Source: an optimization exercise on an open RTL-to-GDS flow (aim: small area, a short achievable clock period and few clock cycles per item). Production flows keep margins and buffers that such runs may drop.
The RTL was checked by simulation tests, not by an equivalence proof against the original design.

==> module fadd_rsh, before the edit <==
module fadd_rsh (
  input  wire [3:0] f,
  input  wire [2:0] s,
  input  wire e,
  output wire [6:0] r,
  output wire sticky);
  wire [6:0] l3 = {1'b1, f, 2'b00} ^ {7{e}};
  wire [6:0] l2 = s[2] ? {{4{e}}, l3[6:4]} : l3;
  wire [6:0] l1 = s[1] ? {{2{e}}, l2[6:2]} : l2;
  assign r = s[0] ? {e, l1[6:1]} : l1;
  assign sticky = (s == 3'd3) ? f[0] :
                  (s == 3'd4) ? (f[1:0] != 2'd0) :
                  (s == 3'd5) ? (f[2:0] != 3'd0) :
                  (s == 3'd6) ? (f != 4'd0) :
                  (s == 3'd7);
endmodule
==> module fadd_s1, before the edit <==
module fadd_s1 (
  input  wire [11:0] X,
  input  wire [11:0] Y,
  output wire [32:0] M);
  function [2:0] sub3(input [2:0] a, input [2:0] b);
    begin
      case ({a, b})
        6'd0: sub3 = 3'd0;
        6'd1: sub3 = 3'd7;
        6'd2: sub3 = 3'd6;
        6'd3: sub3 = 3'd5;
        6'd4: sub3 = 3'd4;
        6'd5: sub3 = 3'd3;
        6'd6: sub3 = 3'd2;
        6'd7: sub3 = 3'd1;
        6'd8: sub3 = 3'd1;
        6'd9: sub3 = 3'd0;
        6'd10: sub3 = 3'd7;
        6'd11: sub3 = 3'd6;
        6'd12: sub3 = 3'd5;
        6'd13: sub3 = 3'd4;
        6'd14: sub3 = 3'd3;
        6'd15: sub3 = 3'd2;
        6'd16: sub3 = 3'd2;
        6'd17: sub3 = 3'd1;
        6'd18: sub3 = 3'd0;
        6'd19: sub3 = 3'd7;
        6'd20: sub3 = 3'd6;
        6'd21: sub3 = 3'd5;
        6'd22: sub3 = 3'd4;
        6'd23: sub3 = 3'd3;
        6'd24: sub3 = 3'd3;
        6'd25: sub3 = 3'd2;
        6'd26: sub3 = 3'd1;
        6'd27: sub3 = 3'd0;
        6'd28: sub3 = 3'd7;
        6'd29: sub3 = 3'd6;
        6'd30: sub3 = 3'd5;
        6'd31: sub3 = 3'd4;
        6'd32: sub3 = 3'd4;
        6'd33: sub3 = 3'd3;
        6'd34: sub3 = 3'd2;
        6'd35: sub3 = 3'd1;
        6'd36: sub3 = 3'd0;
        6'd37: sub3 = 3'd7;
        6'd38: sub3 = 3'd6;
        6'd39: sub3 = 3'd5;
        6'd40: sub3 = 3'd5;
        6'd41: sub3 = 3'd4;
        6'd42: sub3 = 3'd3;
        6'd43: sub3 = 3'd2;
        6'd44: sub3 = 3'd1;
        6'd45: sub3 = 3'd0;
        6'd46: sub3 = 3'd7;
        6'd47: sub3 = 3'd6;
        6'd48: sub3 = 3'd6;
        6'd49: sub3 = 3'd5;
        6'd50: sub3 = 3'd4;
        6'd51: sub3 = 3'd3;
        6'd52: sub3 = 3'd2;
        6'd53: sub3 = 3'd1;
        6'd54: sub3 = 3'd0;
        6'd55: sub3 = 3'd7;
        6'd56: sub3 = 3'd7;
        6'd57: sub3 = 3'd6;
        6'd58: sub3 = 3'd5;
        6'd59: sub3 = 3'd4;
        6'd60: sub3 = 3'd3;
        6'd61: sub3 = 3'd2;
        6'd62: sub3 = 3'd1;
        6'd63: sub3 = 3'd0;
        default: sub3 = 3'd0;
      endcase
    end
  endfunction
  wire [1:0] exnX = X[11:10], exnY = Y[11:10];
  wire [5:0] dXY = {1'b0, X[8:4]} - {1'b0, Y[8:4]};
  wire [4:0] dYX = Y[8:4] - X[8:4];
  wire swap = ((exnX == exnY) & dXY[5]) | (exnX < exnY);
  wire [11:0] nX = swap ? Y : X;
  wire [11:0] nY = swap ? X : Y;
  wire [4:0] ed = swap ? dYX : dXY[4:0];
  wire ed0 = X[4] ^ Y[4];
  wire effSub = X[9] ^ Y[9];
  wire selClose = (ed[4:1] == 4'b0000) & effSub;
  wire [6:0] A  = {2'b01, X[3:0], 1'b0};
  wire [6:0] Bv = {2'b01, Y[3:0], 1'b0};
  wire [6:0] A1 = {3'b001, X[3:0]};
  wire [6:0] B1 = {3'b001, Y[3:0]};
  wire [6:0] amb = A - Bv;
  wire [6:0] bma = Bv - A;
  wire [6:0] amb1 = A - B1;
  wire [6:0] bma1 = Bv - A1;
  wire [5:0] frcE = amb[6] ? bma[5:0] : amb[5:0];
  wire fscE = swap ? bma[6] : amb[6];
  wire [6:0] dO = swap ? bma1 : amb1;
  wire [5:0] frc1 = ed0 ? dO[5:0] : frcE;
  wire fsc = ed0 ? dO[6] : fscE;
  wire [2:0] lXY = sub3(X[6:4], Y[6:4]);
  wire [2:0] lYX = sub3(Y[6:4], X[6:4]);
  wire oXY = dXY[4] | dXY[3];
  wire oYX = dYX[4] | dYX[3];
  wire [6:0] shY, shX;
  wire stY, stX;
  fadd_rsh rY (.f(Y[3:0]), .s(lXY), .e(effSub), .r(shY), .sticky(stY));
  fadd_rsh rX (.f(X[3:0]), .s(lYX), .e(effSub), .r(shX), .sticky(stX));
  wire [7:0] opY = oXY ? {8{effSub}} : {effSub, shY};
  wire [7:0] opX = oYX ? {8{effSub}} : {effSub, shX};
  wire sN = oXY | stY;
  wire sS = oYX | stX;
  wire [7:0] rN = {2'b01, X[3:0], 2'b00} + opY + {7'd0, effSub & ~sN};
  wire [7:0] rS = {2'b01, Y[3:0], 2'b00} + opX + {7'd0, effSub & ~sS};
  wire [7:0] r0 = swap ? rS : rN;
  wire sticky = swap ? sS : sN;
  assign M = {nX[11:10], nY[11:10], nX[9:0], nY[9], effSub, selClose, fsc, frc1, r0, sticky};
endmodule
Settings: LEC_CHECK=0, CAP_MARGIN=30, CORE_AREA=5 5 555 555, DIE_AREA=0 0 560 560, PLACE_DENSITY=0.7, SETUP_SLACK_MARGIN=5, SLEW_MARGIN=30, TNS_END_PERCENT=100; clock period 8.0 ns.
standard.sh (not shown) runs the stock make flow with config.mk's settings and CLKGATE_MAP_FILE= SYNTH_SCRIPT=/design/flow/synth_recipe.tcl, a recipe that flattens the netlist after the stock synthesis.
==> flow/flow/run.sh <==
#!/bin/bash
# The standard layout, with the port buffers made of the smallest buffer
# cell (sky130_fd_sc_hd__buf_1) instead of the one buffer_ports picks itself.
set -euo pipefail
export BUFFER_PORTS_ARGS="-buffer_cell sky130_fd_sc_hd__buf_1"
bash standard.sh > standard_flow.log 2>&1
Testbench counts at the start, summed over its fixed seeds: cycles 29,600, items 800.
Edit:
--- a/flow/design.v
+++ b/flow/design.v
@@ -2,16 +2,13 @@
   input  wire [3:0] f,
   input  wire [2:0] s,
-  input  wire e,
   output wire [6:0] r,
   output wire sticky);
-  wire [6:0] l3 = {1'b1, f, 2'b00} ^ {7{e}};
-  wire [6:0] l2 = s[2] ? {{4{e}}, l3[6:4]} : l3;
-  wire [6:0] l1 = s[1] ? {{2{e}}, l2[6:2]} : l2;
-  assign r = s[0] ? {e, l1[6:1]} : l1;
-  assign sticky = (s == 3'd3) ? f[0] :
-                  (s == 3'd4) ? (f[1:0] != 2'd0) :
-                  (s == 3'd5) ? (f[2:0] != 3'd0) :
-                  (s == 3'd6) ? (f != 4'd0) :
-                  (s == 3'd7);
+  wire [6:0] l3 = {1'b1, f, 2'b00};
+  wire stk2 = (l3[3:0] != 4'd0) & s[2];
+  wire [6:0] l2 = s[2] ? {4'b0000, l3[6:4]} : l3;
+  wire stk1 = ((l2[1:0] != 2'd0) & s[1]) | stk2;
+  wire [6:0] l1 = s[1] ? {2'b00, l2[6:2]} : l2;
+  assign sticky = (l1[0] & s[0]) | stk1;
+  assign r = s[0] ? {1'b0, l1[6:1]} : l1;
 endmodule
 module fadd_s1 (
@@ -119,14 +116,16 @@
   wire [6:0] shY, shX;
   wire stY, stX;
-  fadd_rsh rY (.f(Y[3:0]), .s(lXY), .e(effSub), .r(shY), .sticky(stY));
-  fadd_rsh rX (.f(X[3:0]), .s(lYX), .e(effSub), .r(shX), .sticky(stX));
-  wire [7:0] opY = oXY ? {8{effSub}} : {effSub, shY};
-  wire [7:0] opX = oYX ? {8{effSub}} : {effSub, shX};
-  wire sN = oXY | stY;
-  wire sS = oYX | stX;
-  wire [7:0] rN = {2'b01, X[3:0], 2'b00} + opY + {7'd0, effSub & ~sN};
-  wire [7:0] rS = {2'b01, Y[3:0], 2'b00} + opX + {7'd0, effSub & ~sS};
+  fadd_rsh rY (.f(Y[3:0]), .s(lXY), .r(shY), .sticky(stY));
+  fadd_rsh rX (.f(X[3:0]), .s(lYX), .r(shX), .sticky(stX));
+  wire [7:0] fX = {2'b01, X[3:0], 2'b00};
+  wire [7:0] fY = {2'b01, Y[3:0], 2'b00};
+  wire [7:0] aN = fX + ({1'b0, shY} ^ {8{effSub}}) + {7'd0, effSub & ~stY};
+  wire [7:0] aS = fY + ({1'b0, shX} ^ {8{effSub}}) + {7'd0, effSub & ~stX};
+  wire [7:0] oN = fX - {7'd0, effSub};
+  wire [7:0] oS = fY - {7'd0, effSub};
+  wire [7:0] rN = oXY ? oN : aN;
+  wire [7:0] rS = oYX ? oS : aS;
   wire [7:0] r0 = swap ? rS : rN;
-  wire sticky = swap ? sS : sN;
+  wire sticky = swap ? (oYX | stX) : (oXY | stY);
   assign M = {nX[11:10], nY[11:10], nX[9:0], nY[9], effSub, selClose, fsc, frc1, r0, sticky};
 endmodule
Effect:
- The new run finished with timing, DRC and antenna clean
- design area climbs by 1.7%
- clock-buffer cell count drops by 10
- synthesized cell count climbs by 3.9%
- synthesized area climbs by 3.1%
- fmax climbs by 4.7%
Testbench counts after the change, summed over its fixed seeds: cycles 29,600, items 800.

-- afterwards: timing with drivers on the ports --
Ports are ideal in the flow. The routed layouts listed here were re-timed in OpenROAD.
Step 1 (the two cells are an assumption about what drives the block):
set clk [get_ports {clk}]
set_driving_cell -lib_cell sky130_fd_sc_hd__clkbuf_16 $clk
set_driving_cell -lib_cell sky130_fd_sc_hd__buf_2 [delete_from_list [all_inputs] $clk]
Step 2 adds t to the input delays and takes it off the output delays; t is the mean of the earliest and latest rising clock arrival at the registers after step 1. Input paths then give back, and output paths get back, about the clock's delay inside the block.
a / b / c = ideal ports / drivers / drivers and shift; a / b = the first two.
| run | t, ns | slack for setup (ns) | hold slack, ns | worst setup path after step 2 | worst register clock-pin slew, ns |
|---|---|---|---|---|---|
| the first run | 0.776 | 4.188 / 4.188 / 4.185 | 0.464 / 0.464 / 0.464 | input to register | 0.07 / 0.07 |
| the second run | 0.874 | 4.358 / 4.358 / 4.104 | 0.448 / 0.448 / 0.448 | input to register | 0.07 / 0.07 |
After both steps setup and hold are still met in every run listed. The setup slack of the second run, which loses most, moves by 0.000 ns with the drivers and by -0.254 ns with both steps.
